From an optimization exercise on the open Yosys and OpenROAD flow, aimed at small area, a short achievable clock period and few clock cycles; shortcuts taken in it are not production practice.
No functional check of the RTL was part of this run.

===== run.sh =====
#!/bin/bash
# synth_recipe.tcl (not shown) runs the flow's synth.tcl, then flattens the netlist and writes it again
# the make line also repeats each setting of config.mk as NAME=value (left out here)
make -C /OpenROAD-flow-scripts/flow DESIGN_CONFIG=/design/flow/config.mk WORK_HOME=/design/flow/orfs CLKGATE_MAP_FILE= SYNTH_SCRIPT=/design/flow/synth_recipe.tcl finish

===== config.mk =====
export PLATFORM = sky130hd
export DESIGN_NAME = PSE
export DESIGN_NICKNAME = PSE
export VERILOG_FILES = /design/flow/design.v
export SDC_FILE = /design/flow/constraint.sdc
export NUM_CORES = 4
export LEC_CHECK = 0
export CAP_MARGIN = 20
export CORE_MARGIN = 2
export CORE_UTILIZATION = 40
export SLEW_MARGIN = 20

===== constraint.sdc =====
create_clock -name core_clock -period 11.0 [get_ports {clk}]
set_input_delay 2.2000 -clock core_clock [delete_from_list [all_inputs] [get_ports {clk}]]
set_output_delay 2.2000 -clock core_clock [all_outputs]
set_load 0.01 [all_outputs]

===== design.v =====
module cross_calculator(
						x0,
						y0,
						x1,
						y1,
						pos
);
input signed  [10:0] x0;
input signed  [10:0] y0;
input signed  [10:0] x1;
input signed  [10:0] y1;
output               pos;
wire signed [21:0] p = x0 * y1 - y0 * x1;
assign pos = ~p[21];
endmodule
module PSE ( clk,
			reset,
			Xin,
			Yin,
			point_num,
			valid,
			Xout,
			Yout);
input        clk;
input        reset;
input [9:0]  Xin;
input [9:0]  Yin;
input [2:0]  point_num;
output       valid;
output [9:0] Xout;
output [9:0] Yout;
reg  [3:0] cyc;
reg  [2:0] n;
reg  [9:0] p0x, p0y;
reg  signed [10:0] sx1, sy1, sx2, sy2, sx3, sy3, sx4, sy4, sx5, sy5;
reg  [1:0] r1, r2, r3;
reg        b5first;
reg  [1:0] ia;
reg        ib;
reg        ibdone;
reg        vld;
reg  [9:0] ovx, ovy;
wire n6 = (n == 3'd6);
wire n5 = (n == 3'd5);
wire big = n[2] & (n[1] | n[0]);           
wire [3:0] start = big ? {1'b0, n} + 4'd1 : {1'b0, n};
wire merge = (cyc >= start) && (cyc <= start + {1'b0, n} - 4'd2);
wire last  = (cyc == start + {1'b0, n} - 4'd1);
wire [1:0] sizeA = big ? 2'd3 : n[1:0] - 2'd2;   
wire aLeft = ia < sizeA;
wire hA1 = (r1 == ia);
wire hA2 = ~hA1 & (r2 == ia);
wire hA3 = ~hA1 & ~hA2;
wire sel5 = ib ^ b5first;
reg  [3:0] xs;   
reg  [3:0] ys;   
always @(*) begin
	xs = 4'b0000;
	ys = 4'b0000;
	if (merge) begin
		xs = {1'b0, hA3, hA2, hA1};
		if (n6)      ys = sel5 ? 4'b1000 : 4'b0100;
		else if (n5) ys = 4'b0100;
		else if (n[0]) ys = 4'b0001;             
		else         ys = 4'b0010;               
	end else begin
		case (cyc)
			4'd3: begin xs = 4'b0001; ys = 4'b0001; end
			4'd4: begin xs = 4'b0001; ys = 4'b0010; end
			4'd5: begin xs = 4'b0010; ys = 4'b0010; end
			default: begin xs = 4'b1000; ys = 4'b1000; end
		endcase
	end
end
wire signed [10:0] ax = ({11{xs[0]}} & sx1) | ({11{xs[1]}} & sx2) | ({11{xs[2]}} & sx3) | ({11{xs[3]}} & sx4);
wire signed [10:0] ay = ({11{xs[0]}} & sy1) | ({11{xs[1]}} & sy2) | ({11{xs[2]}} & sy3) | ({11{xs[3]}} & sy4);
wire signed [10:0] bx = ({11{ys[0]}} & sx2) | ({11{ys[1]}} & sx3) | ({11{ys[2]}} & sx4) | ({11{ys[3]}} & sx5);
wire signed [10:0] by = ({11{ys[0]}} & sy2) | ({11{ys[1]}} & sy3) | ({11{ys[2]}} & sy4) | ({11{ys[3]}} & sy5);
wire c;   
cross_calculator CC(.x0(ax), .y0(ay), .x1(bx), .y1(by), .pos(c));
wire takeB = ~ibdone & (~aLeft | c);
always @(posedge clk or posedge reset) begin
	if (reset) begin
		cyc <= 4'd0;
		vld <= 1'b0;
	end else begin
		cyc <= last ? 4'd0 : cyc + 4'd1;
		vld <= (cyc != 4'd0) & (merge | (cyc == start - 4'd1));
	end
end
always @(posedge clk) begin
	if (cyc == 4'd0) begin
		p0x <= Xin;
		p0y <= Yin;
		n   <= point_num;
	end
	if (cyc == 4'd1) begin sx1 <= {1'b0, Xin} - {1'b0, p0x}; sy1 <= {1'b0, Yin} - {1'b0, p0y}; end
	if (cyc == 4'd2) begin sx2 <= {1'b0, Xin} - {1'b0, p0x}; sy2 <= {1'b0, Yin} - {1'b0, p0y}; end
	if (cyc == 4'd3) begin sx3 <= {1'b0, Xin} - {1'b0, p0x}; sy3 <= {1'b0, Yin} - {1'b0, p0y}; end
	if (cyc == 4'd4) begin sx4 <= {1'b0, Xin} - {1'b0, p0x}; sy4 <= {1'b0, Yin} - {1'b0, p0y}; end
	if (cyc == 4'd5) begin sx5 <= {1'b0, Xin} - {1'b0, p0x}; sy5 <= {1'b0, Yin} - {1'b0, p0y}; end
	if (cyc == 4'd0) begin
		r1 <= 2'd0; r2 <= 2'd0; r3 <= 2'd0;
		ia <= 2'd0; ib <= 1'b0; ibdone <= 1'b0;
	end else if (merge) begin
		if (takeB) begin
			if (n6 && !ib) ib <= 1'b1;
			else ibdone <= 1'b1;
		end else
			ia <= ia + 2'd1;
	end else begin
		if (cyc == 4'd3) begin r1 <= r1 + c; r2 <= r2 + !c; end
		if (cyc == 4'd4) begin r1 <= r1 + c; r3 <= r3 + !c; end
		if (cyc == 4'd5) begin r2 <= r2 + c; r3 <= r3 + !c; end
		if (cyc == 4'd6) b5first <= c;
	end
	if (merge) begin
		ovx <= takeB ? bx[9:0] : ax[9:0];
		ovy <= takeB ? by[9:0] : ay[9:0];
	end else begin
		ovx <= 10'd0;
		ovy <= 10'd0;
	end
end
assign valid = vld;
assign Xout = ovx + p0x;
assign Yout = ovy + p0y;
endmodule

==> flow_metrics.tcl <==
set metrics [dict create \
    run_status "finished clean" \
    critPathCaptureType "flop" \
    synth-seq-area-share_pct 26.3 \
    netlist_instances 1686 \
    dieArea_sq_um 46400 \
    min_path_cells 2 \
    layout.nets 2251 \
    synth_cell_type_count 67 \
    yosys.area_share.simple_pct 9.23 \
    synth_compound_area_share_pct 11.1 \
    totalWireLength_um 46500 \
    dpl_cell_area_sq_um 19600 \
    worstMarginPinSlew_ns 1.07 \
    fp-row-count 77 \
    synth_fa_ha_area_share_pct 40.0 \
    post-route-cell-area_sq_um 20600 \
    overflow 0 \
    cts_tree "built" \
    required_ns 11.35 \
    htree_levels 4 \
    min_to "r1[0]" \
    final_core_util_pct 46.5 \
    post_drt_wl_per_cell_um 19.2 \
    final_layout_size_suffix_gt1_share_pct 11.9 \
    report.final.slew_viol_count 0 \
    synth.cell_area_sq_um 17900 \
    slew_headroom_pct 28.6 \
    drt_iter0_markers 798 \
    dieWidth_um 215 \
    crit_slowest_cell "fa_1" \
    ys_warn_count 1 \
    async_flop_share_pct 2.99 \
    cts_num_sinks 167 \
    final.period_utilization_pct 96.0 \
    grt.total_usage_pct 20.6 \
    clk_path_buf_depth 2 \
    numCtsBuffers 17 \
    port_buffers 45 \
    drc 0 \
    ff2ff_setup_slack_ns 0.44 \
    synth_edf_count 134 \
    gp_congestion 0.933 \
    dpl.hpwl_um 38300 \
    hold_viol_final 0 \
    ios 46 \
    critical-path-top-delay-family "adder cells" \
    cts_hold_buf 0 \
    critPathKind "reg2reg" \
    cp_common_cell "fa_1" \
    via_per_inst 5.12 \
    path_clk_slew_ns 0.06 \
    insertion_delay_ns 0.44 \
    r2r_start "n[1]" \
    dr_total_vias 12394 \
    crit_buf_inv 13 \
    dr.pass1.iters 6 \
    initial_core_util_pct 40.4 \
    mostFrequentLayoutCells "inv_1 (368), fa_1 (268), nor2_1 (166), ha_1 (140), edfxtp_1 (134)" \
    period_minus_slack_ns 10.56 \
    worstPathMaxFanout 16 \
    grt_antenna_before_repair 0 \
    grt_max_degree 33 \
    worst_ep_arrival_time_ns 10.91 \
    synthXorXnorAreaFrac_pct 3.87 \
    syn_nets 2121 \
    maxCapViolations 0 \
    setup_viol 0 \
    min_from "r1[0]" \
    antenna_cells 0 \
    ant_nets 0 \
    root_buffer "clkbuf_16" \
    synth_top_family_by_area "adder cells" \
    hold_path_class "reg2reg" \
    die_h_um 215 \
    synth_ff_type "edfxtp_1" \
    ys_ff_latch 167 \
    syn_to_final_growth_pct 15.0 \
    coreArea_sq_um 44200 \
    startpoint_type "flop" \
    finalClockSkew_ns 0.0105 \
    fmax_mhz 94.7 \
    fin_tns_setup_ns 0 \
    muxShareOfSynthArea_pct 0.483 \
    grt_pass1_wl_um 73200 \
    timing.rr.end "ovy[2]" \
    r2r_cells 47 \
    critPathMaxStageDelay_ns 0.54 \
    grt_pass1_vias 13223 \
    avgSynthCellArea_sq_um 10.6 \
    final_common_cell "inv_1" \
]
==> worst reg2reg max path, delay by kind of cell, from the launching register on <==
| kind | cells | cell delay (ns) |
|---|---|---|
| AO/OA/AOI/OAI | 9 | 1.74 |
| XOR/XNOR | 3 | 0.51 |
| adder cells (fa/ha/maj) | 11 | 4.40 |
| buffers and inverters | 13 | 1.51 |
| flip-flops | 1 | 0.43 |
| multiplexers | 2 | 0.52 |
| AND/OR/NAND/NOR | 9 | 1.38 |
==> cell families (layout without fill, tap and decap cells) <==
group,Yosys count,count (layout)
AOI/OAI and AO/OA,234,234
xor gates and xnor gates,79,79
adders and majority gates,410,410
buffers and inverters,416,559
DFF,167,167
muxes,8,8
and+or+nand+nor,372,372
==> registers in the layout, indices dropped and copies added, names as in the netlist, 2 cells and up <==
register and cells:
sy1 11, n 3, ovx 10, sx1 11, sx2 11, sx5 11, p0x 10, sy4 11
ovy 10, sy3 11, cyc 4, sy2 11, sx4 11, sx3 11, r2 2, sy5 11
r1 2, p0y 10, ia 2
==> cells in the mapped netlist (2+ instances only) <==
| master | number | area, sq um |
|---|---|---|
| a211o_1 | 3 | 26.3 |
| a211oi_2 | 19 | 238 |
| a211oi_4 | 2 | 40.0 |
| a21boi_0 | 7 | 52.6 |
| a21o_1 | 22 | 165 |
| a21oi_1 | 31 | 155 |
| a221o_1 | 30 | 300 |
| a221oi_1 | 30 | 263 |
| a222oi_1 | 7 | 70.1 |
| a22o_1 | 37 | 324 |
| a31oi_1 | 2 | 12.5 |
| and2_1 | 17 | 106 |
| and4_1 | 2 | 17.5 |
| buf_6 | 6 | 67.6 |
| clkbuf_1 | 39 | 146 |
| dfrtp_1 | 5 | 125 |
| dfxtp_1 | 28 | 561 |
| edfxtp_1 | 134 | 4020 |
| fa_1 | 269 | 5390 |
| ha_1 | 141 | 1760 |
| inv_1 | 369 | 1390 |
| mux2i_1 | 6 | 60.1 |
| nand2_1 | 119 | 447 |
| nand2b_1 | 11 | 68.8 |
| nand3_1 | 5 | 25.0 |
| nand3b_1 | 2 | 15.0 |
| nand4_1 | 3 | 18.8 |
| nor2_1 | 167 | 627 |
| nor2_2 | 3 | 18.8 |
| nor2b_1 | 10 | 62.6 |
| nor2b_2 | 3 | 26.3 |
| nor3_1 | 7 | 35.0 |
| nor4_1 | 3 | 18.8 |
| o21a_1 | 4 | 30.0 |
| o21ai_0 | 16 | 80.1 |
| o21bai_1 | 10 | 75.1 |
| o31ai_1 | 2 | 15.0 |
| or2_1 | 2 | 12.5 |
| or2_2 | 5 | 31.3 |
| or3_1 | 4 | 25.0 |
| xnor2_1 | 51 | 447 |
| xor2_1 | 28 | 245 |
==> layer usage <==
metal  global-route usage (%)  routed length [um]
met4                     5.86                1040
met1                     27.8               20800
met5                        0                   0
met3                     2.42                2210
met2                     35.2               22500
==> worst max path at each step <==
stage          start  endpoint  slack, ns  cells after the start
2_1_floorplan   n[0]    ovx[0]       0.55                     43
3_3_place_gp    n[1]     r2[0]      -0.12                     44
3_5_place_dp    n[1]     r2[0]      -0.30                     44
4_1_cts         n[1]     r2[0]       0.04                     45
5_1_grt         n[1]    ovy[0]      -0.07                     49
6_report        n[1]    ovy[2]       0.44                     47
==> stage by stage <==
step	cells	setup WS, ns	hold slack (ns)
after detailed placement	2366	-0.302	0.506
after global placement	2366	-0.117	0.478
after global routing	2421	-0.0666	0.550
after floorplan	1686	0.549	0.467
final	2421	0.440	0.516
after CTS	2398	0.0446	0.515
==> repair_timing <==
| item | in CTS | in global routing |
|---|---|---|
| pin swaps | 0 | 11 |
| cloned | 0 | 2 |
| resized for setup | 4 | 35 |
| endpoints found under the setup margin | 27 | 29 |
| setup buffers | 0 | 21 |
==> layout make-up <==
type	instances	area [sq um]
fillers	4123	23600
multi-input cells	1103	11700
flip-flops and latches	167	4710
repair buffers	158	1400
inverters	369	1390
well taps	592	741
clock buffers	20	458
clock inverters	12	154

re-timing with driven ports:
Ports are ideal in the flow. The routed layout listed here was re-timed in OpenROAD. Step 1: set_driving_cell puts a clkbuf_16 on clk and a buf_2 on each other input, an assumption about the parent block. Step 2 times the ports against the registers' clock, not the clock port: input delays grow and output delays shrink by t, the midpoint of the rising clock arrivals with the driver on. a / b / c = ideal / step 1 / step 2; a / b = the first two.
t, ns: 0.482
setup WS [ns]: 0.440 / 0.440 / 0.440
worst hold slack (ns): 0.516 / 0.516 / 0.516
latest minus earliest clock arrival (ns): 0.012 / 0.012
worst register clock-pin slew, ns: 0.07 / 0.07
After both steps this run still meets setup and hold. For this run, drivers alone change the setup slack by 0.000 ns; drivers and shift together by 0.000 ns.
